From an optimization exercise on the open Yosys and OpenROAD flow, aimed at small area, a short achievable clock period and few clock cycles per item; shortcuts taken in it are not production practice.
At most, simulation tests tie the RTL to the original design; equivalence was not proved.
The RTL of run 2 was laid out without a check of its function.
No activity file was given, so power comes from the tool's default toggle rates.

==> flow/design.v, too long to show whole: its modules and the start of the top module <==
// module COMP_Control: 855 lines
// module FA: 4 lines
module COMP_Control(
    input clock,
    input rst,
    input start_trigger,
    input reset_act,
    input reset_data,
    input signed [15:0] K0,
    input signed [15:0] K1,
    input signed [15:0] K2,
    input signed [17:0] setPoint,
    input signed [17:0] data,
    output reg busy,
    output wire signed [15:0] COMP_output
    );
  // ...
==> flow/flow/run.sh <==
#!/bin/bash
# The standard layout (standard.sh: the standard flow's synthesis, floorplan, placement,
# CTS, routing) at the design's clock period and constraints, with two
# changes to how hard the resizer works:
#  - repair_timing aims for a setup slack of SETUP_MARGIN ns instead of 0,
#    so the critical paths get sized and buffered although the 12 ns clock
#    would already be met;
#  - the port buffers are buf_2 cells rather than the resizer's pick.
set -euo pipefail
cd "$(dirname "$0")/.."
SETUP_MARGIN=$(cat flow/setup_margin.txt)
bash standard.sh "SETUP_SLACK_MARGIN=$SETUP_MARGIN" \
  "BUFFER_PORTS_ARGS=-buffer_cell sky130_fd_sc_hd__buf_2" finish > standard_make.log 2>&1
==> flow/flow/setup_margin.txt <==
7.0
==> flow/standard.sh <==
#!/bin/bash
# synth_recipe.tcl (not shown) runs the flow's synth.tcl, then flattens the netlist and writes it again
# the make line also repeats each setting of config.mk as NAME=value (left out here)
make -C /OpenROAD-flow-scripts/flow DESIGN_CONFIG=/design/flow/config.mk WORK_HOME=/design/flow/orfs CLKGATE_MAP_FILE= SYNTH_SCRIPT=/design/flow/synth_recipe.tcl "${@:-finish}"
==> flow/config.mk <==
export PLATFORM = sky130hd
export DESIGN_NAME = COMP_Control
export DESIGN_NICKNAME = COMP_Control
export VERILOG_FILES = /design/flow/design.v
export SDC_FILE = /design/flow/constraint.sdc
export NUM_CORES = 4
export LEC_CHECK = 0
export CAP_MARGIN = 20
export CORE_MARGIN = 2
export CORE_UTILIZATION = 40
export SLEW_MARGIN = 20
export SYNTH_HIERARCHICAL = 1
export SYNTH_MINIMUM_KEEP_SIZE = 0
==> flow/constraint.sdc <==
create_clock -name core_clock -period 12.0 [get_ports {clock}]
set_input_delay 2.4000 -clock core_clock [delete_from_list [all_inputs] [get_ports {clock}]]
set_output_delay 2.4000 -clock core_clock [all_outputs]
set_load 0.01 [all_outputs]
==> out/qor.txt, run 1 <==
=================================================================================
Run status                                                           complete, no violations
Time the final worst path needs with I/O delays and setup                 5460 ps
Top FF cell, synth                                                   sky130_fd_sc_hd__dfxtp_1
Fin cells                                                                    2394
Clock share of power                                                        24.2%
Category of the most critical setup path                                   in2reg
Least-Margin Pin Slew                                                     1100 ps
RD Place Congestion                                                         0.917
Total global-route track usage                                              23.0%
Most common cell after layout, fill and taps aside                   sky130_fd_sc_hd__nand2_1
Total congestion overflow after global routing                                  0
Met2 layer wire length in the routed design                              22100 um
Internal power                                                          0.00138 W
Worst EP required                                                        12320 ps
Hold Crit Class                                                           reg2reg
Terminating pin of the worst hold path                                      e1[5]
Endpoint arrival time on the critical path                                5780 ps
Relative area of non-clock buffer cells in the final design                 5.91%
Layout filler cell count                                                     3667
Smallest setup slack after layout                                         6540 ps
Count of cell types in the netlist                                             61
Maximum level of the CTS H-tree                                                 4
Met3 Resource Use GR                                                        3.06%
Max-slew violation count                                                        0
Final setup fails                                                               0
Clock latency of the later-clocked register in the worst-skew pair         460 ps
Combined buffer and inverter count along the critical path                      1
FMAX                                                                    0.183 GHz
Number of max-cap violations                                                    0
=================================================================================
Testbench counts, summed over its fixed seeds: cycles 72,000, items 24,000.
==> run 2: changes to the inputs <==
==> flow/design.v (replaced) <==
module COMP_Control(
    input clock,
    input rst,
    input start_trigger,
    input reset_act,
    input reset_data,
    input signed [15:0] K0,
    input signed [15:0] K1,
    input signed [15:0] K2,
    input signed [17:0] setPoint,
    input signed [17:0] data,
    output reg busy,
    output wire signed [15:0] COMP_output
    );
    reg [18:0] e0, e1, e2;
    reg [47:0] S, C;
    reg [15:0] Kr;
    reg sB, sC;    
    wire load = start_trigger & ~busy & ~reset_act & ~rst;
    wire clr_all = rst | (reset_act & reset_data);
    wire [18:0] diff = {setPoint[17], setPoint} - {data[17], data};
    wire [15:0] Km = busy ? Kr : K2;
    wire acc_en = load | busy;
    wire [47:0] acc = S + C;
    assign COMP_output = {acc[47], acc[29:15]};
    wire d0_one = e1[0] ^ 1'b0;
    wire d0_two = (e1[1] & ~e1[0] & ~1'b0) | (~e1[1] & e1[0] & 1'b0);
    wire d0_neg = (e1[1] & ~(e1[0] & 1'b0)) ^ sB;
    wire d0_pp0 = ((d0_one & Km[0])) ^ d0_neg;
    wire d0_pp1 = ((d0_one & Km[1]) | (d0_two & Km[0])) ^ d0_neg;
    wire d0_pp2 = ((d0_one & Km[2]) | (d0_two & Km[1])) ^ d0_neg;
    wire d0_pp3 = ((d0_one & Km[3]) | (d0_two & Km[2])) ^ d0_neg;
    wire d0_pp4 = ((d0_one & Km[4]) | (d0_two & Km[3])) ^ d0_neg;
    wire d0_pp5 = ((d0_one & Km[5]) | (d0_two & Km[4])) ^ d0_neg;
    wire d0_pp6 = ((d0_one & Km[6]) | (d0_two & Km[5])) ^ d0_neg;
    wire d0_pp7 = ((d0_one & Km[7]) | (d0_two & Km[6])) ^ d0_neg;
    wire d0_pp8 = ((d0_one & Km[8]) | (d0_two & Km[7])) ^ d0_neg;
    wire d0_pp9 = ((d0_one & Km[9]) | (d0_two & Km[8])) ^ d0_neg;
    wire d0_pp10 = ((d0_one & Km[10]) | (d0_two & Km[9])) ^ d0_neg;
    wire d0_pp11 = ((d0_one & Km[11]) | (d0_two & Km[10])) ^ d0_neg;
    wire d0_pp12 = ((d0_one & Km[12]) | (d0_two & Km[11])) ^ d0_neg;
    wire d0_pp13 = ((d0_one & Km[13]) | (d0_two & Km[12])) ^ d0_neg;
    wire d0_pp14 = ((d0_one & Km[14]) | (d0_two & Km[13])) ^ d0_neg;
    wire d0_pp15 = ((d0_one & Km[15]) | (d0_two & Km[14])) ^ d0_neg;
    wire d0_pp16 = ((d0_two & Km[15])) ^ d0_neg;
    wire d1_one = e1[2] ^ e1[1];
    wire d1_two = (e1[3] & ~e1[2] & ~e1[1]) | (~e1[3] & e1[2] & e1[1]);
    wire d1_neg = (e1[3] & ~(e1[2] & e1[1])) ^ sB;
    wire d1_pp0 = ((d1_one & Km[0])) ^ d1_neg;
    wire d1_pp1 = ((d1_one & Km[1]) | (d1_two & Km[0])) ^ d1_neg;
    wire d1_pp2 = ((d1_one & Km[2]) | (d1_two & Km[1])) ^ d1_neg;
    wire d1_pp3 = ((d1_one & Km[3]) | (d1_two & Km[2])) ^ d1_neg;
    wire d1_pp4 = ((d1_one & Km[4]) | (d1_two & Km[3])) ^ d1_neg;
    wire d1_pp5 = ((d1_one & Km[5]) | (d1_two & Km[4])) ^ d1_neg;
    wire d1_pp6 = ((d1_one & Km[6]) | (d1_two & Km[5])) ^ d1_neg;
    wire d1_pp7 = ((d1_one & Km[7]) | (d1_two & Km[6])) ^ d1_neg;
    wire d1_pp8 = ((d1_one & Km[8]) | (d1_two & Km[7])) ^ d1_neg;
    wire d1_pp9 = ((d1_one & Km[9]) | (d1_two & Km[8])) ^ d1_neg;
    wire d1_pp10 = ((d1_one & Km[10]) | (d1_two & Km[9])) ^ d1_neg;
    wire d1_pp11 = ((d1_one & Km[11]) | (d1_two & Km[10])) ^ d1_neg;
    wire d1_pp12 = ((d1_one & Km[12]) | (d1_two & Km[11])) ^ d1_neg;
    wire d1_pp13 = ((d1_one & Km[13]) | (d1_two & Km[12])) ^ d1_neg;
    wire d1_pp14 = ((d1_one & Km[14]) | (d1_two & Km[13])) ^ d1_neg;
    wire d1_pp15 = ((d1_one & Km[15]) | (d1_two & Km[14])) ^ d1_neg;
    wire d1_pp16 = ((d1_two & Km[15])) ^ d1_neg;
    wire d2_one = e1[4] ^ e1[3];
    wire d2_two = (e1[5] & ~e1[4] & ~e1[3]) | (~e1[5] & e1[4] & e1[3]);
    wire d2_neg = (e1[5] & ~(e1[4] & e1[3])) ^ sB;
    wire d2_pp0 = ((d2_one & Km[0])) ^ d2_neg;
    wire d2_pp1 = ((d2_one & Km[1]) | (d2_two & Km[0])) ^ d2_neg;
    wire d2_pp2 = ((d2_one & Km[2]) | (d2_two & Km[1])) ^ d2_neg;
    wire d2_pp3 = ((d2_one & Km[3]) | (d2_two & Km[2])) ^ d2_neg;
    wire d2_pp4 = ((d2_one & Km[4]) | (d2_two & Km[3])) ^ d2_neg;
    wire d2_pp5 = ((d2_one & Km[5]) | (d2_two & Km[4])) ^ d2_neg;
    wire d2_pp6 = ((d2_one & Km[6]) | (d2_two & Km[5])) ^ d2_neg;
    wire d2_pp7 = ((d2_one & Km[7]) | (d2_two & Km[6])) ^ d2_neg;
    wire d2_pp8 = ((d2_one & Km[8]) | (d2_two & Km[7])) ^ d2_neg;
    wire d2_pp9 = ((d2_one & Km[9]) | (d2_two & Km[8])) ^ d2_neg;
    wire d2_pp10 = ((d2_one & Km[10]) | (d2_two & Km[9])) ^ d2_neg;
    wire d2_pp11 = ((d2_one & Km[11]) | (d2_two & Km[10])) ^ d2_neg;
    wire d2_pp12 = ((d2_one & Km[12]) | (d2_two & Km[11])) ^ d2_neg;
    wire d2_pp13 = ((d2_one & Km[13]) | (d2_two & Km[12])) ^ d2_neg;
    wire d2_pp14 = ((d2_one & Km[14]) | (d2_two & Km[13])) ^ d2_neg;
    wire d2_pp15 = ((d2_one & Km[15]) | (d2_two & Km[14])) ^ d2_neg;
    wire d2_pp16 = ((d2_two & Km[15])) ^ d2_neg;
    wire d3_one = e1[6] ^ e1[5];
    wire d3_two = (e1[7] & ~e1[6] & ~e1[5]) | (~e1[7] & e1[6] & e1[5]);
    wire d3_neg = (e1[7] & ~(e1[6] & e1[5])) ^ sB;
    wire d3_pp0 = ((d3_one & Km[0])) ^ d3_neg;
    wire d3_pp1 = ((d3_one & Km[1]) | (d3_two & Km[0])) ^ d3_neg;
    wire d3_pp2 = ((d3_one & Km[2]) | (d3_two & Km[1])) ^ d3_neg;
    wire d3_pp3 = ((d3_one & Km[3]) | (d3_two & Km[2])) ^ d3_neg;
    wire d3_pp4 = ((d3_one & Km[4]) | (d3_two & Km[3])) ^ d3_neg;
    wire d3_pp5 = ((d3_one & Km[5]) | (d3_two & Km[4])) ^ d3_neg;
    wire d3_pp6 = ((d3_one & Km[6]) | (d3_two & Km[5])) ^ d3_neg;
    wire d3_pp7 = ((d3_one & Km[7]) | (d3_two & Km[6])) ^ d3_neg;
    wire d3_pp8 = ((d3_one & Km[8]) | (d3_two & Km[7])) ^ d3_neg;
    wire d3_pp9 = ((d3_one & Km[9]) | (d3_two & Km[8])) ^ d3_neg;
    wire d3_pp10 = ((d3_one & Km[10]) | (d3_two & Km[9])) ^ d3_neg;
    wire d3_pp11 = ((d3_one & Km[11]) | (d3_two & Km[10])) ^ d3_neg;
    wire d3_pp12 = ((d3_one & Km[12]) | (d3_two & Km[11])) ^ d3_neg;
    wire d3_pp13 = ((d3_one & Km[13]) | (d3_two & Km[12])) ^ d3_neg;
    wire d3_pp14 = ((d3_one & Km[14]) | (d3_two & Km[13])) ^ d3_neg;
    wire d3_pp15 = ((d3_one & Km[15]) | (d3_two & Km[14])) ^ d3_neg;
    wire d3_pp16 = ((d3_two & Km[15])) ^ d3_neg;
    wire d4_one = e1[8] ^ e1[7];
    wire d4_two = (e1[9] & ~e1[8] & ~e1[7]) | (~e1[9] & e1[8] & e1[7]);
    wire d4_neg = (e1[9] & ~(e1[8] & e1[7])) ^ sB;
    wire d4_pp0 = ((d4_one & Km[0])) ^ d4_neg;
    wire d4_pp1 = ((d4_one & Km[1]) | (d4_two & Km[0])) ^ d4_neg;
    wire d4_pp2 = ((d4_one & Km[2]) | (d4_two & Km[1])) ^ d4_neg;
    wire d4_pp3 = ((d4_one & Km[3]) | (d4_two & Km[2])) ^ d4_neg;
    wire d4_pp4 = ((d4_one & Km[4]) | (d4_two & Km[3])) ^ d4_neg;
    wire d4_pp5 = ((d4_one & Km[5]) | (d4_two & Km[4])) ^ d4_neg;
    wire d4_pp6 = ((d4_one & Km[6]) | (d4_two & Km[5])) ^ d4_neg;
    wire d4_pp7 = ((d4_one & Km[7]) | (d4_two & Km[6])) ^ d4_neg;
    wire d4_pp8 = ((d4_one & Km[8]) | (d4_two & Km[7])) ^ d4_neg;
    wire d4_pp9 = ((d4_one & Km[9]) | (d4_two & Km[8])) ^ d4_neg;
    wire d4_pp10 = ((d4_one & Km[10]) | (d4_two & Km[9])) ^ d4_neg;
    wire d4_pp11 = ((d4_one & Km[11]) | (d4_two & Km[10])) ^ d4_neg;
    wire d4_pp12 = ((d4_one & Km[12]) | (d4_two & Km[11])) ^ d4_neg;
    wire d4_pp13 = ((d4_one & Km[13]) | (d4_two & Km[12])) ^ d4_neg;
    wire d4_pp14 = ((d4_one & Km[14]) | (d4_two & Km[13])) ^ d4_neg;
    wire d4_pp15 = ((d4_one & Km[15]) | (d4_two & Km[14])) ^ d4_neg;
    wire d4_pp16 = ((d4_two & Km[15])) ^ d4_neg;
    wire d5_one = e1[10] ^ e1[9];
    wire d5_two = (e1[11] & ~e1[10] & ~e1[9]) | (~e1[11] & e1[10] & e1[9]);
    wire d5_neg = (e1[11] & ~(e1[10] & e1[9])) ^ sB;
    wire d5_pp0 = ((d5_one & Km[0])) ^ d5_neg;
    wire d5_pp1 = ((d5_one & Km[1]) | (d5_two & Km[0])) ^ d5_neg;
    wire d5_pp2 = ((d5_one & Km[2]) | (d5_two & Km[1])) ^ d5_neg;
    wire d5_pp3 = ((d5_one & Km[3]) | (d5_two & Km[2])) ^ d5_neg;
    wire d5_pp4 = ((d5_one & Km[4]) | (d5_two & Km[3])) ^ d5_neg;
    wire d5_pp5 = ((d5_one & Km[5]) | (d5_two & Km[4])) ^ d5_neg;
    wire d5_pp6 = ((d5_one & Km[6]) | (d5_two & Km[5])) ^ d5_neg;
    wire d5_pp7 = ((d5_one & Km[7]) | (d5_two & Km[6])) ^ d5_neg;
    wire d5_pp8 = ((d5_one & Km[8]) | (d5_two & Km[7])) ^ d5_neg;
    wire d5_pp9 = ((d5_one & Km[9]) | (d5_two & Km[8])) ^ d5_neg;
    wire d5_pp10 = ((d5_one & Km[10]) | (d5_two & Km[9])) ^ d5_neg;
    wire d5_pp11 = ((d5_one & Km[11]) | (d5_two & Km[10])) ^ d5_neg;
    wire d5_pp12 = ((d5_one & Km[12]) | (d5_two & Km[11])) ^ d5_neg;
    wire d5_pp13 = ((d5_one & Km[13]) | (d5_two & Km[12])) ^ d5_neg;
    wire d5_pp14 = ((d5_one & Km[14]) | (d5_two & Km[13])) ^ d5_neg;
    wire d5_pp15 = ((d5_one & Km[15]) | (d5_two & Km[14])) ^ d5_neg;
    wire d5_pp16 = ((d5_two & Km[15])) ^ d5_neg;
    wire d6_one = e1[12] ^ e1[11];
    wire d6_two = (e1[13] & ~e1[12] & ~e1[11]) | (~e1[13] & e1[12] & e1[11]);
    wire d6_neg = (e1[13] & ~(e1[12] & e1[11])) ^ sB;
    wire d6_pp0 = ((d6_one & Km[0])) ^ d6_neg;
    wire d6_pp1 = ((d6_one & Km[1]) | (d6_two & Km[0])) ^ d6_neg;
    wire d6_pp2 = ((d6_one & Km[2]) | (d6_two & Km[1])) ^ d6_neg;
    wire d6_pp3 = ((d6_one & Km[3]) | (d6_two & Km[2])) ^ d6_neg;
    wire d6_pp4 = ((d6_one & Km[4]) | (d6_two & Km[3])) ^ d6_neg;
    wire d6_pp5 = ((d6_one & Km[5]) | (d6_two & Km[4])) ^ d6_neg;
    wire d6_pp6 = ((d6_one & Km[6]) | (d6_two & Km[5])) ^ d6_neg;
    wire d6_pp7 = ((d6_one & Km[7]) | (d6_two & Km[6])) ^ d6_neg;
    wire d6_pp8 = ((d6_one & Km[8]) | (d6_two & Km[7])) ^ d6_neg;
    wire d6_pp9 = ((d6_one & Km[9]) | (d6_two & Km[8])) ^ d6_neg;
    wire d6_pp10 = ((d6_one & Km[10]) | (d6_two & Km[9])) ^ d6_neg;
    wire d6_pp11 = ((d6_one & Km[11]) | (d6_two & Km[10])) ^ d6_neg;
    wire d6_pp12 = ((d6_one & Km[12]) | (d6_two & Km[11])) ^ d6_neg;
    wire d6_pp13 = ((d6_one & Km[13]) | (d6_two & Km[12])) ^ d6_neg;
    wire d6_pp14 = ((d6_one & Km[14]) | (d6_two & Km[13])) ^ d6_neg;
    wire d6_pp15 = ((d6_one & Km[15]) | (d6_two & Km[14])) ^ d6_neg;
    wire d6_pp16 = ((d6_two & Km[15])) ^ d6_neg;
    wire d7_one = e1[14] ^ e1[13];
    wire d7_two = (e1[15] & ~e1[14] & ~e1[13]) | (~e1[15] & e1[14] & e1[13]);
    wire d7_neg = (e1[15] & ~(e1[14] & e1[13])) ^ sB;
    wire d7_pp0 = ((d7_one & Km[0])) ^ d7_neg;
    wire d7_pp1 = ((d7_one & Km[1]) | (d7_two & Km[0])) ^ d7_neg;
    wire d7_pp2 = ((d7_one & Km[2]) | (d7_two & Km[1])) ^ d7_neg;
    wire d7_pp3 = ((d7_one & Km[3]) | (d7_two & Km[2])) ^ d7_neg;
    wire d7_pp4 = ((d7_one & Km[4]) | (d7_two & Km[3])) ^ d7_neg;
    wire d7_pp5 = ((d7_one & Km[5]) | (d7_two & Km[4])) ^ d7_neg;
    wire d7_pp6 = ((d7_one & Km[6]) | (d7_two & Km[5])) ^ d7_neg;
    wire d7_pp7 = ((d7_one & Km[7]) | (d7_two & Km[6])) ^ d7_neg;
    wire d7_pp8 = ((d7_one & Km[8]) | (d7_two & Km[7])) ^ d7_neg;
    wire d7_pp9 = ((d7_one & Km[9]) | (d7_two & Km[8])) ^ d7_neg;
    wire d7_pp10 = ((d7_one & Km[10]) | (d7_two & Km[9])) ^ d7_neg;
    wire d7_pp11 = ((d7_one & Km[11]) | (d7_two & Km[10])) ^ d7_neg;
    wire d7_pp12 = ((d7_one & Km[12]) | (d7_two & Km[11])) ^ d7_neg;
    wire d7_pp13 = ((d7_one & Km[13]) | (d7_two & Km[12])) ^ d7_neg;
    wire d7_pp14 = ((d7_one & Km[14]) | (d7_two & Km[13])) ^ d7_neg;
    wire d7_pp15 = ((d7_one & Km[15]) | (d7_two & Km[14])) ^ d7_neg;
    wire d7_pp16 = ((d7_two & Km[15])) ^ d7_neg;
    wire d8_one = e1[16] ^ e1[15];
    wire d8_two = (e1[17] & ~e1[16] & ~e1[15]) | (~e1[17] & e1[16] & e1[15]);
    wire d8_neg = (e1[17] & ~(e1[16] & e1[15])) ^ sB;
    wire d8_pp0 = ((d8_one & Km[0])) ^ d8_neg;
    wire d8_pp1 = ((d8_one & Km[1]) | (d8_two & Km[0])) ^ d8_neg;
    wire d8_pp2 = ((d8_one & Km[2]) | (d8_two & Km[1])) ^ d8_neg;
    wire d8_pp3 = ((d8_one & Km[3]) | (d8_two & Km[2])) ^ d8_neg;
    wire d8_pp4 = ((d8_one & Km[4]) | (d8_two & Km[3])) ^ d8_neg;
    wire d8_pp5 = ((d8_one & Km[5]) | (d8_two & Km[4])) ^ d8_neg;
    wire d8_pp6 = ((d8_one & Km[6]) | (d8_two & Km[5])) ^ d8_neg;
    wire d8_pp7 = ((d8_one & Km[7]) | (d8_two & Km[6])) ^ d8_neg;
    wire d8_pp8 = ((d8_one & Km[8]) | (d8_two & Km[7])) ^ d8_neg;
    wire d8_pp9 = ((d8_one & Km[9]) | (d8_two & Km[8])) ^ d8_neg;
    wire d8_pp10 = ((d8_one & Km[10]) | (d8_two & Km[9])) ^ d8_neg;
    wire d8_pp11 = ((d8_one & Km[11]) | (d8_two & Km[10])) ^ d8_neg;
    wire d8_pp12 = ((d8_one & Km[12]) | (d8_two & Km[11])) ^ d8_neg;
    wire d8_pp13 = ((d8_one & Km[13]) | (d8_two & Km[12])) ^ d8_neg;
    wire d8_pp14 = ((d8_one & Km[14]) | (d8_two & Km[13])) ^ d8_neg;
    wire d8_pp15 = ((d8_one & Km[15]) | (d8_two & Km[14])) ^ d8_neg;
    wire d8_pp16 = ((d8_two & Km[15])) ^ d8_neg;
    wire d9_one = e1[18] ^ e1[17];
    wire d9_two = (e1[18] & ~e1[18] & ~e1[17]) | (~e1[18] & e1[18] & e1[17]);
    wire d9_neg = (e1[18] & ~(e1[18] & e1[17])) ^ sB;
    wire d9_pp0 = ((d9_one & Km[0])) ^ d9_neg;
    wire d9_pp1 = ((d9_one & Km[1]) | (d9_two & Km[0])) ^ d9_neg;
    wire d9_pp2 = ((d9_one & Km[2]) | (d9_two & Km[1])) ^ d9_neg;
    wire d9_pp3 = ((d9_one & Km[3]) | (d9_two & Km[2])) ^ d9_neg;
    wire d9_pp4 = ((d9_one & Km[4]) | (d9_two & Km[3])) ^ d9_neg;
    wire d9_pp5 = ((d9_one & Km[5]) | (d9_two & Km[4])) ^ d9_neg;
    wire d9_pp6 = ((d9_one & Km[6]) | (d9_two & Km[5])) ^ d9_neg;
    wire d9_pp7 = ((d9_one & Km[7]) | (d9_two & Km[6])) ^ d9_neg;
    wire d9_pp8 = ((d9_one & Km[8]) | (d9_two & Km[7])) ^ d9_neg;
    wire d9_pp9 = ((d9_one & Km[9]) | (d9_two & Km[8])) ^ d9_neg;
    wire d9_pp10 = ((d9_one & Km[10]) | (d9_two & Km[9])) ^ d9_neg;
    wire d9_pp11 = ((d9_one & Km[11]) | (d9_two & Km[10])) ^ d9_neg;
    wire d9_pp12 = ((d9_one & Km[12]) | (d9_two & Km[11])) ^ d9_neg;
    wire d9_pp13 = ((d9_one & Km[13]) | (d9_two & Km[12])) ^ d9_neg;
    wire d9_pp14 = ((d9_one & Km[14]) | (d9_two & Km[13])) ^ d9_neg;
    wire d9_pp15 = ((d9_one & Km[15]) | (d9_two & Km[14])) ^ d9_neg;
    wire d9_pp16 = ((d9_two & Km[15])) ^ d9_neg;
    wire h1_s = S[12] ^ C[12];
    wire h1_c = S[12] & C[12];
    wire h2_s = S[13] ^ C[13];
    wire h2_c = S[13] & C[13];
    wire f3_s, f3_c;
    FAX uf3 (.a(S[14]), .b(C[14]), .c(d0_pp14), .s(f3_s), .co(f3_c));
    wire h4_s = d1_pp12 ^ d2_pp10;
    wire h4_c = d1_pp12 & d2_pp10;
    wire f5_s, f5_c;
    FAX uf5 (.a(S[15]), .b(C[15]), .c(d0_pp15), .s(f5_s), .co(f5_c));
    wire h6_s = d1_pp13 ^ d2_pp11;
    wire h6_c = d1_pp13 & d2_pp11;
    wire f7_s, f7_c;
    FAX uf7 (.a(S[16]), .b(C[16]), .c(d0_pp16), .s(f7_s), .co(f7_c));
    wire f8_s, f8_c;
    FAX uf8 (.a(d1_pp14), .b(d2_pp12), .c(d3_pp10), .s(f8_s), .co(f8_c));
    wire h9_s = d4_pp8 ^ d5_pp6;
    wire h9_c = d4_pp8 & d5_pp6;
    wire f10_s, f10_c;
    FA uf10 (.a(1'b1), .b(S[17]), .c(C[17]), .s(f10_s), .co(f10_c));
    wire f11_s, f11_c;
    FAX uf11 (.a(~d0_neg), .b(d1_pp15), .c(d2_pp13), .s(f11_s), .co(f11_c));
    wire f12_s, f12_c;
    FAX uf12 (.a(d3_pp11), .b(d4_pp9), .c(d5_pp7), .s(f12_s), .co(f12_c));
    wire f13_s, f13_c;
    FA uf13 (.a(1'b1), .b(S[18]), .c(C[18]), .s(f13_s), .co(f13_c));
    wire f14_s, f14_c;
    FAX uf14 (.a(d1_pp16), .b(d2_pp14), .c(d3_pp12), .s(f14_s), .co(f14_c));
    wire f15_s, f15_c;
    FAX uf15 (.a(d4_pp10), .b(d5_pp8), .c(d6_pp6), .s(f15_s), .co(f15_c));
    wire h16_s = d7_pp4 ^ d8_pp2;
    wire h16_c = d7_pp4 & d8_pp2;
    wire f17_s, f17_c;
    FAX uf17 (.a(S[19]), .b(C[19]), .c(~d1_neg), .s(f17_s), .co(f17_c));
    wire f18_s, f18_c;
    FAX uf18 (.a(d2_pp15), .b(d3_pp13), .c(d4_pp11), .s(f18_s), .co(f18_c));
    wire f19_s, f19_c;
    FAX uf19 (.a(d5_pp9), .b(d6_pp7), .c(d7_pp5), .s(f19_s), .co(f19_c));
    wire f20_s, f20_c;
    FA uf20 (.a(1'b1), .b(S[20]), .c(C[20]), .s(f20_s), .co(f20_c));
    wire f21_s, f21_c;
    FAX uf21 (.a(d2_pp16), .b(d3_pp14), .c(d4_pp12), .s(f21_s), .co(f21_c));
    wire h22_s = d5_pp10 ^ d6_pp8;
    wire h22_c = d5_pp10 & d6_pp8;
    wire f23_s, f23_c;
    FAX uf23 (.a(S[21]), .b(C[21]), .c(~d2_neg), .s(f23_s), .co(f23_c));
    wire f24_s, f24_c;
    FAX uf24 (.a(d3_pp15), .b(d4_pp13), .c(d5_pp11), .s(f24_s), .co(f24_c));
    wire f25_s, f25_c;
    FA uf25 (.a(1'b1), .b(S[22]), .c(C[22]), .s(f25_s), .co(f25_c));
    wire h26_s = d3_pp16 ^ d4_pp14;
    wire h26_c = d3_pp16 & d4_pp14;
    wire f27_s, f27_c;
    FA uf27 (.a(S[23]), .b(C[23]), .c(~d3_neg), .s(f27_s), .co(f27_c));
    wire h28_s = 1'b1 ^ S[24];
    wire h28_c = 1'b1 & S[24];
    wire h29_s = S[6] ^ C[6];
    wire h29_c = S[6] & C[6];
    wire h30_s = S[7] ^ C[7];
    wire h30_c = S[7] & C[7];
    wire f31_s, f31_c;
    FA uf31 (.a(S[8]), .b(C[8]), .c(d0_pp8), .s(f31_s), .co(f31_c));
    wire h32_s = d1_pp6 ^ d2_pp4;
    wire h32_c = d1_pp6 & d2_pp4;
    wire f33_s, f33_c;
    FA uf33 (.a(S[9]), .b(C[9]), .c(d0_pp9), .s(f33_s), .co(f33_c));
    wire h34_s = d1_pp7 ^ d2_pp5;
    wire h34_c = d1_pp7 & d2_pp5;
    wire f35_s, f35_c;
    FA uf35 (.a(S[10]), .b(C[10]), .c(d0_pp10), .s(f35_s), .co(f35_c));
    wire f36_s, f36_c;
    FA uf36 (.a(d1_pp8), .b(d2_pp6), .c(d3_pp4), .s(f36_s), .co(f36_c));
    wire h37_s = d4_pp2 ^ d5_pp0;
    wire h37_c = d4_pp2 & d5_pp0;
    wire f38_s, f38_c;
    FA uf38 (.a(S[11]), .b(C[11]), .c(d0_pp11), .s(f38_s), .co(f38_c));
    wire f39_s, f39_c;
    FA uf39 (.a(d1_pp9), .b(d2_pp7), .c(d3_pp5), .s(f39_s), .co(f39_c));
    wire h40_s = d4_pp3 ^ d5_pp1;
    wire h40_c = d4_pp3 & d5_pp1;
    wire f41_s, f41_c;
    FA uf41 (.a(h1_s), .b(d0_pp12), .c(d1_pp10), .s(f41_s), .co(f41_c));
    wire f42_s, f42_c;
    FA uf42 (.a(d2_pp8), .b(d3_pp6), .c(d4_pp4), .s(f42_s), .co(f42_c));
    wire f43_s, f43_c;
    FA uf43 (.a(d5_pp2), .b(d6_pp0), .c(d6_neg), .s(f43_s), .co(f43_c));
    wire f44_s, f44_c;
    FA uf44 (.a(h1_c), .b(h2_s), .c(d0_pp13), .s(f44_s), .co(f44_c));
    wire f45_s, f45_c;
    FA uf45 (.a(d1_pp11), .b(d2_pp9), .c(d3_pp7), .s(f45_s), .co(f45_c));
    wire f46_s, f46_c;
    FA uf46 (.a(d4_pp5), .b(d5_pp3), .c(d6_pp1), .s(f46_s), .co(f46_c));
    wire f47_s, f47_c;
    FA uf47 (.a(h2_c), .b(d3_pp8), .c(d4_pp6), .s(f47_s), .co(f47_c));
    wire f48_s, f48_c;
    FA uf48 (.a(d5_pp4), .b(d6_pp2), .c(d7_pp0), .s(f48_s), .co(f48_c));
    wire f49_s, f49_c;
    FAX uf49 (.a(d7_neg), .b(f3_s), .c(h4_s), .s(f49_s), .co(f49_c));
    wire f50_s, f50_c;
    FA uf50 (.a(d3_pp9), .b(d4_pp7), .c(d5_pp5), .s(f50_s), .co(f50_c));
    wire f51_s, f51_c;
    FA uf51 (.a(d6_pp3), .b(d7_pp1), .c(h4_c), .s(f51_s), .co(f51_c));
    wire f52_s, f52_c;
    FAX uf52 (.a(f5_s), .b(h6_s), .c(f3_c), .s(f52_s), .co(f52_c));
    wire f53_s, f53_c;
    FA uf53 (.a(d6_pp4), .b(d7_pp2), .c(d8_pp0), .s(f53_s), .co(f53_c));
    wire f54_s, f54_c;
    FA uf54 (.a(d8_neg), .b(h6_c), .c(h9_s), .s(f54_s), .co(f54_c));
    wire f55_s, f55_c;
    FAX uf55 (.a(f7_s), .b(f5_c), .c(f8_s), .s(f55_s), .co(f55_c));
    wire f56_s, f56_c;
    FA uf56 (.a(f10_s), .b(d6_pp5), .c(d7_pp3), .s(f56_s), .co(f56_c));
    wire f57_s, f57_c;
    FAX uf57 (.a(d8_pp1), .b(h9_c), .c(f7_c), .s(f57_s), .co(f57_c));
    wire f58_s, f58_c;
    FAX uf58 (.a(f8_c), .b(f11_s), .c(f12_s), .s(f58_s), .co(f58_c));
    wire f59_s, f59_c;
    FA uf59 (.a(f10_c), .b(f13_s), .c(d9_pp0), .s(f59_s), .co(f59_c));
    wire f60_s, f60_c;
    FAX uf60 (.a(d9_neg), .b(h16_s), .c(f11_c), .s(f60_s), .co(f60_c));
    wire f61_s, f61_c;
    FAX uf61 (.a(f12_c), .b(f14_s), .c(f15_s), .s(f61_s), .co(f61_c));
    wire f62_s, f62_c;
    FA uf62 (.a(f13_c), .b(d8_pp3), .c(d9_pp1), .s(f62_s), .co(f62_c));
    wire f63_s, f63_c;
    FAX uf63 (.a(h16_c), .b(f14_c), .c(f15_c), .s(f63_s), .co(f63_c));
    wire f64_s, f64_c;
    FAX uf64 (.a(f17_s), .b(f18_s), .c(f19_s), .s(f64_s), .co(f64_c));
    wire f65_s, f65_c;
    FA uf65 (.a(f20_s), .b(d7_pp6), .c(d8_pp4), .s(f65_s), .co(f65_c));
    wire f66_s, f66_c;
    FAX uf66 (.a(d9_pp2), .b(h22_s), .c(f17_c), .s(f66_s), .co(f66_c));
    wire f67_s, f67_c;
    FAX uf67 (.a(f18_c), .b(f19_c), .c(f21_s), .s(f67_s), .co(f67_c));
    wire f68_s, f68_c;
    FA uf68 (.a(f20_c), .b(d6_pp9), .c(d7_pp7), .s(f68_s), .co(f68_c));
    wire f69_s, f69_c;
    FA uf69 (.a(d8_pp5), .b(d9_pp3), .c(h22_c), .s(f69_s), .co(f69_c));
    wire f70_s, f70_c;
    FAX uf70 (.a(f23_s), .b(f21_c), .c(f24_s), .s(f70_s), .co(f70_c));
    wire f71_s, f71_c;
    FA uf71 (.a(f25_s), .b(d5_pp12), .c(d6_pp10), .s(f71_s), .co(f71_c));
    wire f72_s, f72_c;
    FA uf72 (.a(d7_pp8), .b(d8_pp6), .c(d9_pp4), .s(f72_s), .co(f72_c));
    wire f73_s, f73_c;
    FAX uf73 (.a(h26_s), .b(f24_c), .c(f23_c), .s(f73_s), .co(f73_c));
    wire f74_s, f74_c;
    FA uf74 (.a(f25_c), .b(d4_pp15), .c(d5_pp13), .s(f74_s), .co(f74_c));
    wire f75_s, f75_c;
    FA uf75 (.a(d6_pp11), .b(d7_pp9), .c(d8_pp7), .s(f75_s), .co(f75_c));
    wire f76_s, f76_c;
    FAX uf76 (.a(d9_pp5), .b(h26_c), .c(f27_s), .s(f76_s), .co(f76_c));
    wire f77_s, f77_c;
    FA uf77 (.a(C[24]), .b(h28_s), .c(d4_pp16), .s(f77_s), .co(f77_c));
    wire f78_s, f78_c;
    FA uf78 (.a(d5_pp14), .b(d6_pp12), .c(d7_pp10), .s(f78_s), .co(f78_c));
    wire f79_s, f79_c;
    FA uf79 (.a(d8_pp8), .b(d9_pp6), .c(f27_c), .s(f79_s), .co(f79_c));
    wire f80_s, f80_c;
    FA uf80 (.a(S[25]), .b(C[25]), .c(h28_c), .s(f80_s), .co(f80_c));
    wire f81_s, f81_c;
    FA uf81 (.a(~d4_neg), .b(d5_pp15), .c(d6_pp13), .s(f81_s), .co(f81_c));
    wire f82_s, f82_c;
    FA uf82 (.a(d7_pp11), .b(d8_pp9), .c(d9_pp7), .s(f82_s), .co(f82_c));
    wire f83_s, f83_c;
    FA uf83 (.a(1'b1), .b(S[26]), .c(C[26]), .s(f83_s), .co(f83_c));
    wire f84_s, f84_c;
    FA uf84 (.a(d5_pp16), .b(d6_pp14), .c(d7_pp12), .s(f84_s), .co(f84_c));
    wire h85_s = d8_pp10 ^ d9_pp8;
    wire h85_c = d8_pp10 & d9_pp8;
    wire f86_s, f86_c;
    FA uf86 (.a(S[27]), .b(C[27]), .c(~d5_neg), .s(f86_s), .co(f86_c));
    wire f87_s, f87_c;
    FA uf87 (.a(d6_pp15), .b(d7_pp13), .c(d8_pp11), .s(f87_s), .co(f87_c));
    wire f88_s, f88_c;
    FA uf88 (.a(1'b1), .b(S[28]), .c(C[28]), .s(f88_s), .co(f88_c));
    wire h89_s = d6_pp16 ^ d7_pp14;
    wire h89_c = d6_pp16 & d7_pp14;
    wire f90_s, f90_c;
    FA uf90 (.a(S[29]), .b(C[29]), .c(~d6_neg), .s(f90_s), .co(f90_c));
    wire h91_s = 1'b1 ^ S[30];
    wire h91_c = 1'b1 & S[30];
    wire h92_s = S[2] ^ C[2];
    wire h92_c = S[2] & C[2];
    wire h93_s = S[3] ^ C[3];
    wire h93_c = S[3] & C[3];
    wire f94_s, f94_c;
    FA uf94 (.a(S[4]), .b(C[4]), .c(d0_pp4), .s(f94_s), .co(f94_c));
    wire h95_s = d1_pp2 ^ d2_pp0;
    wire h95_c = d1_pp2 & d2_pp0;
    wire f96_s, f96_c;
    FA uf96 (.a(S[5]), .b(C[5]), .c(d0_pp5), .s(f96_s), .co(f96_c));
    wire h97_s = d1_pp3 ^ d2_pp1;
    wire h97_c = d1_pp3 & d2_pp1;
    wire f98_s, f98_c;
    FA uf98 (.a(h29_s), .b(d0_pp6), .c(d1_pp4), .s(f98_s), .co(f98_c));
    wire f99_s, f99_c;
    FA uf99 (.a(d2_pp2), .b(d3_pp0), .c(d3_neg), .s(f99_s), .co(f99_c));
    wire f100_s, f100_c;
    FA uf100 (.a(h29_c), .b(h30_s), .c(d0_pp7), .s(f100_s), .co(f100_c));
    wire f101_s, f101_c;
    FA uf101 (.a(d1_pp5), .b(d2_pp3), .c(d3_pp1), .s(f101_s), .co(f101_c));
    wire f102_s, f102_c;
    FA uf102 (.a(h30_c), .b(d3_pp2), .c(d4_pp0), .s(f102_s), .co(f102_c));
    wire f103_s, f103_c;
    FA uf103 (.a(d4_neg), .b(h32_s), .c(f31_s), .s(f103_s), .co(f103_c));
    wire f104_s, f104_c;
    FA uf104 (.a(d3_pp3), .b(d4_pp1), .c(h32_c), .s(f104_s), .co(f104_c));
    wire f105_s, f105_c;
    FA uf105 (.a(h34_s), .b(f31_c), .c(f33_s), .s(f105_s), .co(f105_c));
    wire f106_s, f106_c;
    FA uf106 (.a(d5_neg), .b(h34_c), .c(h37_s), .s(f106_s), .co(f106_c));
    wire f107_s, f107_c;
    FA uf107 (.a(f33_c), .b(f35_s), .c(f36_s), .s(f107_s), .co(f107_c));
    wire f108_s, f108_c;
    FA uf108 (.a(h37_c), .b(h40_s), .c(f35_c), .s(f108_s), .co(f108_c));
    wire f109_s, f109_c;
    FA uf109 (.a(f36_c), .b(f38_s), .c(f39_s), .s(f109_s), .co(f109_c));
    wire f110_s, f110_c;
    FA uf110 (.a(h40_c), .b(f38_c), .c(f39_c), .s(f110_s), .co(f110_c));
    wire f111_s, f111_c;
    FA uf111 (.a(f41_s), .b(f42_s), .c(f43_s), .s(f111_s), .co(f111_c));
    wire f112_s, f112_c;
    FA uf112 (.a(f41_c), .b(f42_c), .c(f43_c), .s(f112_s), .co(f112_c));
    wire f113_s, f113_c;
    FA uf113 (.a(f44_s), .b(f45_s), .c(f46_s), .s(f113_s), .co(f113_c));
    wire f114_s, f114_c;
    FA uf114 (.a(f44_c), .b(f45_c), .c(f46_c), .s(f114_s), .co(f114_c));
    wire f115_s, f115_c;
    FAX uf115 (.a(f47_s), .b(f48_s), .c(f49_s), .s(f115_s), .co(f115_c));
    wire f116_s, f116_c;
    FA uf116 (.a(f47_c), .b(f48_c), .c(f50_s), .s(f116_s), .co(f116_c));
    wire f117_s, f117_c;
    FAX uf117 (.a(f49_c), .b(f51_s), .c(f52_s), .s(f117_s), .co(f117_c));
    wire f118_s, f118_c;
    FA uf118 (.a(f50_c), .b(f53_s), .c(f51_c), .s(f118_s), .co(f118_c));
    wire f119_s, f119_c;
    FAX uf119 (.a(f52_c), .b(f55_s), .c(f54_s), .s(f119_s), .co(f119_c));
    wire f120_s, f120_c;
    FA uf120 (.a(f53_c), .b(f56_s), .c(f54_c), .s(f120_s), .co(f120_c));
    wire f121_s, f121_c;
    FAX uf121 (.a(f57_s), .b(f55_c), .c(f58_s), .s(f121_s), .co(f121_c));
    wire f122_s, f122_c;
    FAX uf122 (.a(f56_c), .b(f59_s), .c(f57_c), .s(f122_s), .co(f122_c));
    wire f123_s, f123_c;
    FAX uf123 (.a(f60_s), .b(f58_c), .c(f61_s), .s(f123_s), .co(f123_c));
    wire f124_s, f124_c;
    FAX uf124 (.a(f59_c), .b(f62_s), .c(f60_c), .s(f124_s), .co(f124_c));
    wire f125_s, f125_c;
    FAX uf125 (.a(f63_s), .b(f61_c), .c(f64_s), .s(f125_s), .co(f125_c));
    wire f126_s, f126_c;
    FAX uf126 (.a(f62_c), .b(f65_s), .c(f66_s), .s(f126_s), .co(f126_c));
    wire f127_s, f127_c;
    FAX uf127 (.a(f63_c), .b(f67_s), .c(f64_c), .s(f127_s), .co(f127_c));
    wire f128_s, f128_c;
    FA uf128 (.a(f65_c), .b(f68_s), .c(f69_s), .s(f128_s), .co(f128_c));
    wire f129_s, f129_c;
    FAX uf129 (.a(f66_c), .b(f70_s), .c(f67_c), .s(f129_s), .co(f129_c));
    wire f130_s, f130_c;
    FA uf130 (.a(f68_c), .b(f71_s), .c(f72_s), .s(f130_s), .co(f130_c));
    wire f131_s, f131_c;
    FAX uf131 (.a(f69_c), .b(f73_s), .c(f70_c), .s(f131_s), .co(f131_c));
    wire f132_s, f132_c;
    FA uf132 (.a(f71_c), .b(f72_c), .c(f74_s), .s(f132_s), .co(f132_c));
    wire f133_s, f133_c;
    FAX uf133 (.a(f75_s), .b(f76_s), .c(f73_c), .s(f133_s), .co(f133_c));
    wire f134_s, f134_c;
    FA uf134 (.a(f74_c), .b(f75_c), .c(f77_s), .s(f134_s), .co(f134_c));
    wire f135_s, f135_c;
    FA uf135 (.a(f78_s), .b(f76_c), .c(f79_s), .s(f135_s), .co(f135_c));
    wire f136_s, f136_c;
    FA uf136 (.a(f80_s), .b(f77_c), .c(f78_c), .s(f136_s), .co(f136_c));
    wire f137_s, f137_c;
    FAX uf137 (.a(f81_s), .b(f82_s), .c(f79_c), .s(f137_s), .co(f137_c));
    wire f138_s, f138_c;
    FA uf138 (.a(f83_s), .b(f80_c), .c(h85_s), .s(f138_s), .co(f138_c));
    wire f139_s, f139_c;
    FA uf139 (.a(f81_c), .b(f82_c), .c(f84_s), .s(f139_s), .co(f139_c));
    wire f140_s, f140_c;
    FA uf140 (.a(f83_c), .b(d9_pp9), .c(h85_c), .s(f140_s), .co(f140_c));
    wire f141_s, f141_c;
    FA uf141 (.a(f84_c), .b(f86_s), .c(f87_s), .s(f141_s), .co(f141_c));
    wire f142_s, f142_c;
    FA uf142 (.a(f88_s), .b(d8_pp12), .c(d9_pp10), .s(f142_s), .co(f142_c));
    wire f143_s, f143_c;
    FA uf143 (.a(h89_s), .b(f86_c), .c(f87_c), .s(f143_s), .co(f143_c));
    wire f144_s, f144_c;
    FA uf144 (.a(f88_c), .b(d7_pp15), .c(d8_pp13), .s(f144_s), .co(f144_c));
    wire f145_s, f145_c;
    FA uf145 (.a(d9_pp11), .b(h89_c), .c(f90_s), .s(f145_s), .co(f145_c));
    wire f146_s, f146_c;
    FA uf146 (.a(C[30]), .b(h91_s), .c(d7_pp16), .s(f146_s), .co(f146_c));
    wire f147_s, f147_c;
    FA uf147 (.a(d8_pp14), .b(d9_pp12), .c(f90_c), .s(f147_s), .co(f147_c));
    wire f148_s, f148_c;
    FA uf148 (.a(S[31]), .b(C[31]), .c(h91_c), .s(f148_s), .co(f148_c));
    wire f149_s, f149_c;
    FA uf149 (.a(~d7_neg), .b(d8_pp15), .c(d9_pp13), .s(f149_s), .co(f149_c));
    wire f150_s, f150_c;
    FA uf150 (.a(1'b1), .b(S[32]), .c(C[32]), .s(f150_s), .co(f150_c));
    wire h151_s = d8_pp16 ^ d9_pp14;
    wire h151_c = d8_pp16 & d9_pp14;
    wire f152_s, f152_c;
    FA uf152 (.a(S[33]), .b(C[33]), .c(~d8_neg), .s(f152_s), .co(f152_c));
    wire h153_s = 1'b1 ^ S[34];
    wire h153_c = 1'b1 & S[34];
    wire h154_s = S[0] ^ C[0];
    wire h154_c = S[0] & C[0];
    wire h155_s = S[1] ^ C[1];
    wire h155_c = S[1] & C[1];
    wire f156_s, f156_c;
    FA uf156 (.a(h92_s), .b(d0_pp2), .c(d1_pp0), .s(f156_s), .co(f156_c));
    wire f157_s, f157_c;
    FA uf157 (.a(h92_c), .b(h93_s), .c(d0_pp3), .s(f157_s), .co(f157_c));
    wire f158_s, f158_c;
    FA uf158 (.a(h93_c), .b(d2_neg), .c(h95_s), .s(f158_s), .co(f158_c));
    wire f159_s, f159_c;
    FA uf159 (.a(h95_c), .b(h97_s), .c(f94_c), .s(f159_s), .co(f159_c));
    wire f160_s, f160_c;
    FA uf160 (.a(h97_c), .b(f96_c), .c(f98_s), .s(f160_s), .co(f160_c));
    wire f161_s, f161_c;
    FA uf161 (.a(f98_c), .b(f99_c), .c(f100_s), .s(f161_s), .co(f161_c));
    wire f162_s, f162_c;
    FA uf162 (.a(f100_c), .b(f101_c), .c(f102_s), .s(f162_s), .co(f162_c));
    wire f163_s, f163_c;
    FA uf163 (.a(f102_c), .b(f104_s), .c(f103_c), .s(f163_s), .co(f163_c));
    wire f164_s, f164_c;
    FA uf164 (.a(f104_c), .b(f106_s), .c(f105_c), .s(f164_s), .co(f164_c));
    wire f165_s, f165_c;
    FA uf165 (.a(f106_c), .b(f108_s), .c(f107_c), .s(f165_s), .co(f165_c));
    wire f166_s, f166_c;
    FA uf166 (.a(f108_c), .b(f109_c), .c(f110_s), .s(f166_s), .co(f166_c));
    wire f167_s, f167_c;
    FA uf167 (.a(f110_c), .b(f111_c), .c(f112_s), .s(f167_s), .co(f167_c));
    wire f168_s, f168_c;
    FA uf168 (.a(f112_c), .b(f113_c), .c(f114_s), .s(f168_s), .co(f168_c));
    wire f169_s, f169_c;
    FAX uf169 (.a(f114_c), .b(f116_s), .c(f115_c), .s(f169_s), .co(f169_c));
    wire f170_s, f170_c;
    FAX uf170 (.a(f116_c), .b(f117_c), .c(f118_s), .s(f170_s), .co(f170_c));
    wire f171_s, f171_c;
    FAX uf171 (.a(f118_c), .b(f119_c), .c(f120_s), .s(f171_s), .co(f171_c));
    wire f172_s, f172_c;
    FAX uf172 (.a(f122_s), .b(f120_c), .c(f121_c), .s(f172_s), .co(f172_c));
    wire f173_s, f173_c;
    FAX uf173 (.a(f124_s), .b(f122_c), .c(f123_c), .s(f173_s), .co(f173_c));
    wire f174_s, f174_c;
    FAX uf174 (.a(f126_s), .b(f124_c), .c(f125_c), .s(f174_s), .co(f174_c));
    wire f175_s, f175_c;
    FAX uf175 (.a(f126_c), .b(f127_c), .c(f128_s), .s(f175_s), .co(f175_c));
    wire f176_s, f176_c;
    FAX uf176 (.a(f130_s), .b(f128_c), .c(f129_c), .s(f176_s), .co(f176_c));
    wire f177_s, f177_c;
    FAX uf177 (.a(f130_c), .b(f132_s), .c(f131_c), .s(f177_s), .co(f177_c));
    wire f178_s, f178_c;
    FAX uf178 (.a(f132_c), .b(f134_s), .c(f133_c), .s(f178_s), .co(f178_c));
    wire f179_s, f179_c;
    FAX uf179 (.a(f134_c), .b(f136_s), .c(f137_s), .s(f179_s), .co(f179_c));
    wire f180_s, f180_c;
    FA uf180 (.a(f138_s), .b(f136_c), .c(f139_s), .s(f180_s), .co(f180_c));
    wire f181_s, f181_c;
    FA uf181 (.a(f140_s), .b(f138_c), .c(f139_c), .s(f181_s), .co(f181_c));
    wire f182_s, f182_c;
    FA uf182 (.a(f142_s), .b(f140_c), .c(f141_c), .s(f182_s), .co(f182_c));
    wire f183_s, f183_c;
    FA uf183 (.a(f142_c), .b(f144_s), .c(f143_c), .s(f183_s), .co(f183_c));
    wire f184_s, f184_c;
    FA uf184 (.a(f144_c), .b(f146_s), .c(f145_c), .s(f184_s), .co(f184_c));
    wire f185_s, f185_c;
    FA uf185 (.a(f148_s), .b(f146_c), .c(f149_s), .s(f185_s), .co(f185_c));
    wire f186_s, f186_c;
    FA uf186 (.a(f150_s), .b(f148_c), .c(h151_s), .s(f186_s), .co(f186_c));
    wire f187_s, f187_c;
    FA uf187 (.a(f150_c), .b(d9_pp15), .c(h151_c), .s(f187_s), .co(f187_c));
    wire f188_s, f188_c;
    FA uf188 (.a(C[34]), .b(h153_s), .c(d9_pp16), .s(f188_s), .co(f188_c));
    wire f189_s, f189_c;
    FA uf189 (.a(S[35]), .b(C[35]), .c(h153_c), .s(f189_s), .co(f189_c));
    wire h190_s = 1'b1 ^ S[36];
    wire h190_c = 1'b1 & S[36];
    wire h191_s = 1'b1 ^ S[37];
    wire h191_c = 1'b1 & S[37];
    wire h192_s = 1'b1 ^ S[38];
    wire h192_c = 1'b1 & S[38];
    wire h193_s = 1'b1 ^ S[39];
    wire h193_c = 1'b1 & S[39];
    wire h194_s = 1'b1 ^ S[40];
    wire h194_c = 1'b1 & S[40];
    wire h195_s = 1'b1 ^ S[41];
    wire h195_c = 1'b1 & S[41];
    wire h196_s = 1'b1 ^ S[42];
    wire h196_c = 1'b1 & S[42];
    wire h197_s = 1'b1 ^ S[43];
    wire h197_c = 1'b1 & S[43];
    wire h198_s = 1'b1 ^ S[44];
    wire h198_c = 1'b1 & S[44];
    wire h199_s = 1'b1 ^ S[45];
    wire h199_c = 1'b1 & S[45];
    wire h200_s = 1'b1 ^ S[46];
    wire h200_c = 1'b1 & S[46];
    wire h201_s = 1'b1 ^ S[47];
    wire h201_c = 1'b1 & S[47];
    wire h202_s = h154_s ^ d0_pp0;
    wire h202_c = h154_s & d0_pp0;
    wire f203_s, f203_c;
    FA uf203 (.a(h154_c), .b(h155_s), .c(d0_pp1), .s(f203_s), .co(f203_c));
    wire f204_s, f204_c;
    FA uf204 (.a(h155_c), .b(d1_neg), .c(f156_s), .s(f204_s), .co(f204_c));
    wire f205_s, f205_c;
    FA uf205 (.a(d1_pp1), .b(f156_c), .c(f157_s), .s(f205_s), .co(f205_c));
    wire f206_s, f206_c;
    FA uf206 (.a(f157_c), .b(f94_s), .c(f158_s), .s(f206_s), .co(f206_c));
    wire f207_s, f207_c;
    FA uf207 (.a(f96_s), .b(f158_c), .c(f159_s), .s(f207_s), .co(f207_c));
    wire f208_s, f208_c;
    FA uf208 (.a(f99_s), .b(f159_c), .c(f160_s), .s(f208_s), .co(f208_c));
    wire f209_s, f209_c;
    FA uf209 (.a(f101_s), .b(f160_c), .c(f161_s), .s(f209_s), .co(f209_c));
    wire f210_s, f210_c;
    FA uf210 (.a(f161_c), .b(f103_s), .c(f162_s), .s(f210_s), .co(f210_c));
    wire f211_s, f211_c;
    FA uf211 (.a(f162_c), .b(f105_s), .c(f163_s), .s(f211_s), .co(f211_c));
    wire f212_s, f212_c;
    FA uf212 (.a(f107_s), .b(f163_c), .c(f164_s), .s(f212_s), .co(f212_c));
    wire f213_s, f213_c;
    FA uf213 (.a(f109_s), .b(f164_c), .c(f165_s), .s(f213_s), .co(f213_c));
    wire f214_s, f214_c;
    FA uf214 (.a(f111_s), .b(f165_c), .c(f166_s), .s(f214_s), .co(f214_c));
    wire f215_s, f215_c;
    FA uf215 (.a(f113_s), .b(f166_c), .c(f167_s), .s(f215_s), .co(f215_c));
    wire f216_s, f216_c;
    FA uf216 (.a(f115_s), .b(f167_c), .c(f168_s), .s(f216_s), .co(f216_c));
    wire f217_s, f217_c;
    FAX uf217 (.a(f117_s), .b(f168_c), .c(f169_s), .s(f217_s), .co(f217_c));
    wire f218_s, f218_c;
    FAX uf218 (.a(f119_s), .b(f169_c), .c(f170_s), .s(f218_s), .co(f218_c));
    wire f219_s, f219_c;
    FAX uf219 (.a(f121_s), .b(f170_c), .c(f171_s), .s(f219_s), .co(f219_c));
    wire f220_s, f220_c;
    FAX uf220 (.a(f123_s), .b(f172_s), .c(f171_c), .s(f220_s), .co(f220_c));
    wire f221_s, f221_c;
    FAX uf221 (.a(f125_s), .b(f173_s), .c(f172_c), .s(f221_s), .co(f221_c));
    wire f222_s, f222_c;
    FAX uf222 (.a(f127_s), .b(f174_s), .c(f173_c), .s(f222_s), .co(f222_c));
    wire f223_s, f223_c;
    FAX uf223 (.a(f129_s), .b(f175_s), .c(f174_c), .s(f223_s), .co(f223_c));
    wire f224_s, f224_c;
    FAX uf224 (.a(f131_s), .b(f176_s), .c(f175_c), .s(f224_s), .co(f224_c));
    wire f225_s, f225_c;
    FAX uf225 (.a(f133_s), .b(f177_s), .c(f176_c), .s(f225_s), .co(f225_c));
    wire f226_s, f226_c;
    FAX uf226 (.a(f135_s), .b(f178_s), .c(f177_c), .s(f226_s), .co(f226_c));
    wire f227_s, f227_c;
    FAX uf227 (.a(f135_c), .b(f179_s), .c(f178_c), .s(f227_s), .co(f227_c));
    wire f228_s, f228_c;
    FAX uf228 (.a(f137_c), .b(f179_c), .c(f180_s), .s(f228_s), .co(f228_c));
    wire f229_s, f229_c;
    FA uf229 (.a(f141_s), .b(f180_c), .c(f181_s), .s(f229_s), .co(f229_c));
    wire f230_s, f230_c;
    FA uf230 (.a(f143_s), .b(f181_c), .c(f182_s), .s(f230_s), .co(f230_c));
    wire f231_s, f231_c;
    FA uf231 (.a(f145_s), .b(f182_c), .c(f183_s), .s(f231_s), .co(f231_c));
    wire f232_s, f232_c;
    FA uf232 (.a(f147_s), .b(f183_c), .c(f184_s), .s(f232_s), .co(f232_c));
    wire f233_s, f233_c;
    FA uf233 (.a(f147_c), .b(f185_s), .c(f184_c), .s(f233_s), .co(f233_c));
    wire f234_s, f234_c;
    FA uf234 (.a(f149_c), .b(f186_s), .c(f185_c), .s(f234_s), .co(f234_c));
    wire f235_s, f235_c;
    FA uf235 (.a(f152_s), .b(f187_s), .c(f186_c), .s(f235_s), .co(f235_c));
    wire f236_s, f236_c;
    FA uf236 (.a(f152_c), .b(f188_s), .c(f187_c), .s(f236_s), .co(f236_c));
    wire f237_s, f237_c;
    FA uf237 (.a(f189_s), .b(~d9_neg), .c(f188_c), .s(f237_s), .co(f237_c));
    wire f238_s, f238_c;
    FA uf238 (.a(C[36]), .b(h190_s), .c(f189_c), .s(f238_s), .co(f238_c));
    wire f239_s, f239_c;
    FA uf239 (.a(C[37]), .b(h190_c), .c(h191_s), .s(f239_s), .co(f239_c));
    wire f240_s, f240_c;
    FA uf240 (.a(C[38]), .b(h191_c), .c(h192_s), .s(f240_s), .co(f240_c));
    wire f241_s, f241_c;
    FA uf241 (.a(C[39]), .b(h192_c), .c(h193_s), .s(f241_s), .co(f241_c));
    wire f242_s, f242_c;
    FA uf242 (.a(C[40]), .b(h193_c), .c(h194_s), .s(f242_s), .co(f242_c));
    wire f243_s, f243_c;
    FA uf243 (.a(C[41]), .b(h194_c), .c(h195_s), .s(f243_s), .co(f243_c));
    wire f244_s, f244_c;
    FA uf244 (.a(C[42]), .b(h195_c), .c(h196_s), .s(f244_s), .co(f244_c));
    wire f245_s, f245_c;
    FA uf245 (.a(C[43]), .b(h196_c), .c(h197_s), .s(f245_s), .co(f245_c));
    wire f246_s, f246_c;
    FA uf246 (.a(C[44]), .b(h197_c), .c(h198_s), .s(f246_s), .co(f246_c));
    wire f247_s, f247_c;
    FA uf247 (.a(C[45]), .b(h198_c), .c(h199_s), .s(f247_s), .co(f247_c));
    wire f248_s, f248_c;
    FA uf248 (.a(C[46]), .b(h199_c), .c(h200_s), .s(f248_s), .co(f248_c));
    wire f249_s, f249_c;
    FA uf249 (.a(C[47]), .b(h200_c), .c(h201_s), .s(f249_s), .co(f249_c));
    wire [47:0] S_n, C_n;
    assign S_n[0] = d0_neg;
    assign C_n[0] = h202_s;
    assign S_n[1] = h202_c;
    assign C_n[1] = f203_s;
    assign S_n[2] = f203_c;
    assign C_n[2] = f204_s;
    assign S_n[3] = f204_c;
    assign C_n[3] = f205_s;
    assign S_n[4] = f205_c;
    assign C_n[4] = f206_s;
    assign S_n[5] = f206_c;
    assign C_n[5] = f207_s;
    assign S_n[6] = f207_c;
    assign C_n[6] = f208_s;
    assign S_n[7] = f208_c;
    assign C_n[7] = f209_s;
    assign S_n[8] = f209_c;
    assign C_n[8] = f210_s;
    assign S_n[9] = f210_c;
    assign C_n[9] = f211_s;
    assign S_n[10] = f211_c;
    assign C_n[10] = f212_s;
    assign S_n[11] = f212_c;
    assign C_n[11] = f213_s;
    assign S_n[12] = f213_c;
    assign C_n[12] = f214_s;
    assign S_n[13] = f214_c;
    assign C_n[13] = f215_s;
    assign S_n[14] = f215_c;
    assign C_n[14] = f216_s;
    assign S_n[15] = f217_s;
    assign C_n[15] = f216_c;
    assign S_n[16] = f217_c;
    assign C_n[16] = f218_s;
    assign S_n[17] = f218_c;
    assign C_n[17] = f219_s;
    assign S_n[18] = f220_s;
    assign C_n[18] = f219_c;
    assign S_n[19] = f221_s;
    assign C_n[19] = f220_c;
    assign S_n[20] = f222_s;
    assign C_n[20] = f221_c;
    assign S_n[21] = f222_c;
    assign C_n[21] = f223_s;
    assign S_n[22] = f224_s;
    assign C_n[22] = f223_c;
    assign S_n[23] = f225_s;
    assign C_n[23] = f224_c;
    assign S_n[24] = f226_s;
    assign C_n[24] = f225_c;
    assign S_n[25] = f227_s;
    assign C_n[25] = f226_c;
    assign S_n[26] = f228_s;
    assign C_n[26] = f227_c;
    assign S_n[27] = f228_c;
    assign C_n[27] = f229_s;
    assign S_n[28] = f229_c;
    assign C_n[28] = f230_s;
    assign S_n[29] = f230_c;
    assign C_n[29] = f231_s;
    assign S_n[30] = f231_c;
    assign C_n[30] = f232_s;
    assign S_n[31] = f232_c;
    assign C_n[31] = f233_s;
    assign S_n[32] = f234_s;
    assign C_n[32] = f233_c;
    assign S_n[33] = f235_s;
    assign C_n[33] = f234_c;
    assign S_n[34] = f236_s;
    assign C_n[34] = f235_c;
    assign S_n[35] = f237_s;
    assign C_n[35] = f236_c;
    assign S_n[36] = f238_s;
    assign C_n[36] = f237_c;
    assign S_n[37] = f239_s;
    assign C_n[37] = f238_c;
    assign S_n[38] = f239_c;
    assign C_n[38] = f240_s;
    assign S_n[39] = f240_c;
    assign C_n[39] = f241_s;
    assign S_n[40] = f241_c;
    assign C_n[40] = f242_s;
    assign S_n[41] = f242_c;
    assign C_n[41] = f243_s;
    assign S_n[42] = f243_c;
    assign C_n[42] = f244_s;
    assign S_n[43] = f244_c;
    assign C_n[43] = f245_s;
    assign S_n[44] = f245_c;
    assign C_n[44] = f246_s;
    assign S_n[45] = f246_c;
    assign C_n[45] = f247_s;
    assign S_n[46] = f247_c;
    assign C_n[46] = f248_s;
    assign S_n[47] = f248_c;
    assign C_n[47] = f249_s;
    always @(posedge clock) begin
        Kr <= sB ? K0 : K1;
        if (rst) begin
            busy <= 1'b0;
            sB <= 1'b0;
            sC <= 1'b0;
        end else begin
            busy <= load | sB;
            sB <= load;
            sC <= sB;
        end
        if (clr_all) begin
            S <= 48'd0;
            C <= 48'd0;
            e0 <= 19'd0;
            e1 <= 19'd0;
            e2 <= 19'd0;
        end else begin
            if (acc_en) begin
                S <= S_n;
                C <= C_n;
            end
            if (reset_act) begin
                e0 <= 19'd0;
            end else if (load) begin
                e0 <= diff;
                e1 <= e0;
                e2 <= e1;
            end else if (busy) begin
                e0 <= e1;
                e1 <= e0;
            end
        end
    end
endmodule
module FA(input a, input b, input c, output s, output co);
    assign s = a ^ b ^ c;
    assign co = (a & b) | (a & c) | (b & c);
endmodule
module FAX(input a, input b, input c, output s, output co);
    XOR3 ux (.a(a), .b(b), .c(c), .y(s));
    MAJ3 um (.a(a), .b(b), .c(c), .y(co));
endmodule
module XOR3(input a, input b, input c, output y);
    assign y = a ^ b ^ c;
endmodule
module MAJ3(input a, input b, input c, output y);
    assign y = (a & b) | (a & c) | (b & c);
endmodule
==> flow/flow/setup_margin.txt (replaced) <==
7.5
==> out/qor.txt, run 2 <==
====================================================================================
Max-slew violation count                                                           0   unchanged
Max incr delay on CP                                                          420 ps   was 550 ps
Clock Root Buffer                                                       sky130_fd_sc_hd__clkbuf_16   unchanged
DP HPWL                                                                     32900 um   was 32400 um
Area share of the leading cell type in the synthesized netlist                 18.1%   was 26.3%
Category of the most critical setup path                                     reg2out   was in2reg
Run status                                                              complete, no violations   unchanged
Final sum of negative setup slack                                               0 ps   unchanged
Width of the die                                                              209 um   was 204 um
Proportion of synthesized flip-flops having asynchronous set or reset             0%   unchanged
Sequential share of the synthesized area                                       18.1%   was 18.9%
VDD IR-drop max                                                             0.124 mV   was 0.0831 mV
Total power of the final layout                                            0.00266 W   was 0.00229 W
Met1 WL                                                                     22400 um   was 19600 um
Static Leakage                                                               8.70 nW   was 7.51 nW
FMAX                                                                       0.183 GHz   about the same
Layout filler cell count                                                        3680   was 3667
Most common cell after layout, fill and taps aside                      sky130_fd_sc_hd__nand2_1   unchanged
Largest registers in the final layout                                   C (48), S (48)   unchanged
Time the final worst path needs with I/O delays and setup                    5460 ps   about the same
Total I/O pin count                                                              106   unchanged
Total global-route track usage                                                 23.3%   was 23.0%
Cts bufs inserted                                                                 17   unchanged
Netlist Area Pre-Place                                                     16800 um2   was 16100 um2
Finished layout cell area                                                  21200 um2   was 19200 um2
Headroom to the max-slew limit                                                 25.3%   was 26.4%
Total vias in the final route                                                  14100   was 13300
Smallest hold slack                                                           452 ps   was 451 ps
Final Hold Vio Count                                                               0   unchanged
Setup repair after global routing missed its margin                             true   unchanged
Top FF cell, synth                                                      sky130_fd_sc_hd__dfxtp_1   unchanged
Clock Sink Count                                                                 152   unchanged
Clock latency of the later-clocked register in the worst-skew pair            460 ps   about the same
Worst EP required                                                            9600 ps   was 12320 ps
Smallest setup slack after layout                                            6540 ps   about the same
Core region area                                                           41800 um2   was 39700 um2
Number of max-cap violations                                                       0   unchanged
Count of cell types in the netlist                                                62   was 61
Setup Slack @ Placement                                                      6360 ps   was 5960 ps
Synthesized netlist cell count                                                  1777   was 1763
Final wirelength                                                            50900 um   was 45900 um
Number of iterations in the first detailed-routing pass                            5   unchanged
Die Footprint                                                              43700 um2   was 41800 um2
R2R cell count                                                                    11   was 13
RD Place Congestion                                                            0.851   was 0.917
Share of cells above drive strength 1                                          34.3%   was 25.7%
Post-synth top area cell                                                sky130_fd_sc_hd__dfxtp_1   was sky130_fd_sc_hd__fa_1
CTS Buffer Depth                                                                   2   unchanged
Combined buffer and inverter count along the critical path                         2   was 1
Final setup fails                                                                  0   unchanged
CP Capture Type                                                         primary output   was flop
Number of enable flip-flop cells after synthesis                                   0   unchanged
Highest routed layer                                                            met4   unchanged
Least-Margin Pin Slew                                                        1120 ps   was 1100 ps
Hold Crit Class                                                              reg2reg   unchanged
Critical path's top delay family                                        compound AO/OA/AOI/OAI gates   was adder cells
Most area-consuming cells after synthesis                               sky130_fd_sc_hd__dfxtp_1 (18%), sky130_fd_sc_hd__fa_1 (17%), sky130_fd_sc_hd__xnor2_1 (9.7%), sky130_fd_sc_hd__xor3_1 (9.2%), sky130_fd_sc_hd__ha_1 (6.7%)   was sky130_fd_sc_hd__fa_1 (26%), sky130_fd_sc_hd__dfxtp_1 (19%), sky130_fd_sc_hd__xnor2_1 (10%), sky130_fd_sc_hd__nand2_1 (7.2%), sky130_fd_sc_hd__ha_1 (7.0%)
Clock tree skew after final layout                                           11.0 ps   was 7.32 ps
Remaining antenna violation count                                                  0   unchanged
Met3 WL                                                                      3560 um   was 2270 um
Endpoint arrival time on the critical path                                   3060 ps   was 5780 ps
Maximum number of pins on one net before global-route repair                      98   was 97
Met2 layer wire length in the routed design                                 23000 um   was 22100 um
Yosys warnings                                                                     7   unchanged
Synth Register Bits                                                              152   unchanged
CTS tree                                                                        done   unchanged
Maximum level of the CTS H-tree                                                    4   unchanged
Power density cells                                                       126 nW/um2   was 119 nW/um2
Final net count                                                                 2270   was 2245
Total congestion overflow after global routing                                     0   unchanged
Crit Path Max Fanout                                                               5   unchanged
====================================================================================
[run 2: modules after synthesis, one instance, submodules excluded, excerpt]
| module | flip-flops and latches | area, um2 | copies in the design |
|---|---|---|---|
| FA | 0 | 20.0 | 145 |
| XOR3 | 0 | 23.8 | 65 |
| MAJ3 | 0 | 11.3 | 65 |
| COMP_Control | 152 | 11600 | 1 |
[run 2: power by group]
| group | total, W | switching (W) | internal [W] |
|---|---|---|---|
| Sequential | 0.000607 | 0.0000548 | 0.000552 |
| Combinational | 0.00151 | 0.000680 | 0.000834 |
| Clock | 0.000542 | 0.000234 | 0.000308 |
| Total | 0.00266 | 0.000969 | 0.00169 |
[run 2: through the flow]
| step | std cells | util (%) |
|---|---|---|
| 3_5_place_dp | 2335 | 43.5 |
| 4_1_cts | 2455 | 48.6 |
| 3_3_place_gp | 2335 | 43.5 |
| 6_report | 2494 | 50.7 |
| 5_1_grt | 2494 | 50.7 |
| 2_1_floorplan | 1783 | - |
[run 2: cell type report]
cell class	count	area [um2]	share of cell area, %
tap	539	674	3.19
multi-input combinational	1472	14700	69.4
clock buffer	18	439	2.08
sequential	152	3060	14.4
inverter	56	210	0.994
clock inverter	11	126	0.597
timing repair buffer	246	1970	9.29
[run 2: path summary, 6_finish.rpt]
check                           startpoint              end  slack [ps]
worst min-delay path                 e0[5]            e1[5]         450
worst max-delay path                  S[1]  COMP_output[15]        6540
worst max register to register          sB            C[21]        7290
worst min register to register       e0[5]            e1[5]         450
[run 2: repair_timing]
item / in CTS / in global routing
setup endpoints to repair: 70 / 78
gates cloned: 7 / 0
buffers inserted: 84 / 38
pin swaps: 181 / 114
gates resized for setup: 177 / 109
[run 2: layer usage]
layer / global-route usage, % / vias up
met5: 0 / -
met4: 9.09 / 0
met3: 4.16 / 141
met2: 37.0 / 544
met1: 31.8 / 6995
li1: - / 6469
[run 2: cell families (layout without fill, tap and decap cells)]
| group | after synthesis | count (layout) | share of synthesized area [%] |
|---|---|---|---|
| adders and majority gates | 301 | 301 | 28.4 |
| muxes | 46 | 53 | 2.98 |
| DFF | 152 | 152 | 18.1 |
| AOI/OAI and AO/OA | 407 | 407 | 15.5 |
| buffers and inverters | 166 | 331 | 3.80 |
| and+or+nand+nor | 420 | 420 | 10.5 |
| other | 1 | 7 | 0.0223 |
| xor gates and xnor gates | 284 | 284 | 20.6 |
[run 2: tightest hold or removal path, stage by stage, from the launching register on]
cell and delay [ps]:
sky130_fd_sc_hd__dfxtp_1 310, sky130_fd_sc_hd__nand2_1 50, sky130_fd_sc_hd__a21oi_1 50
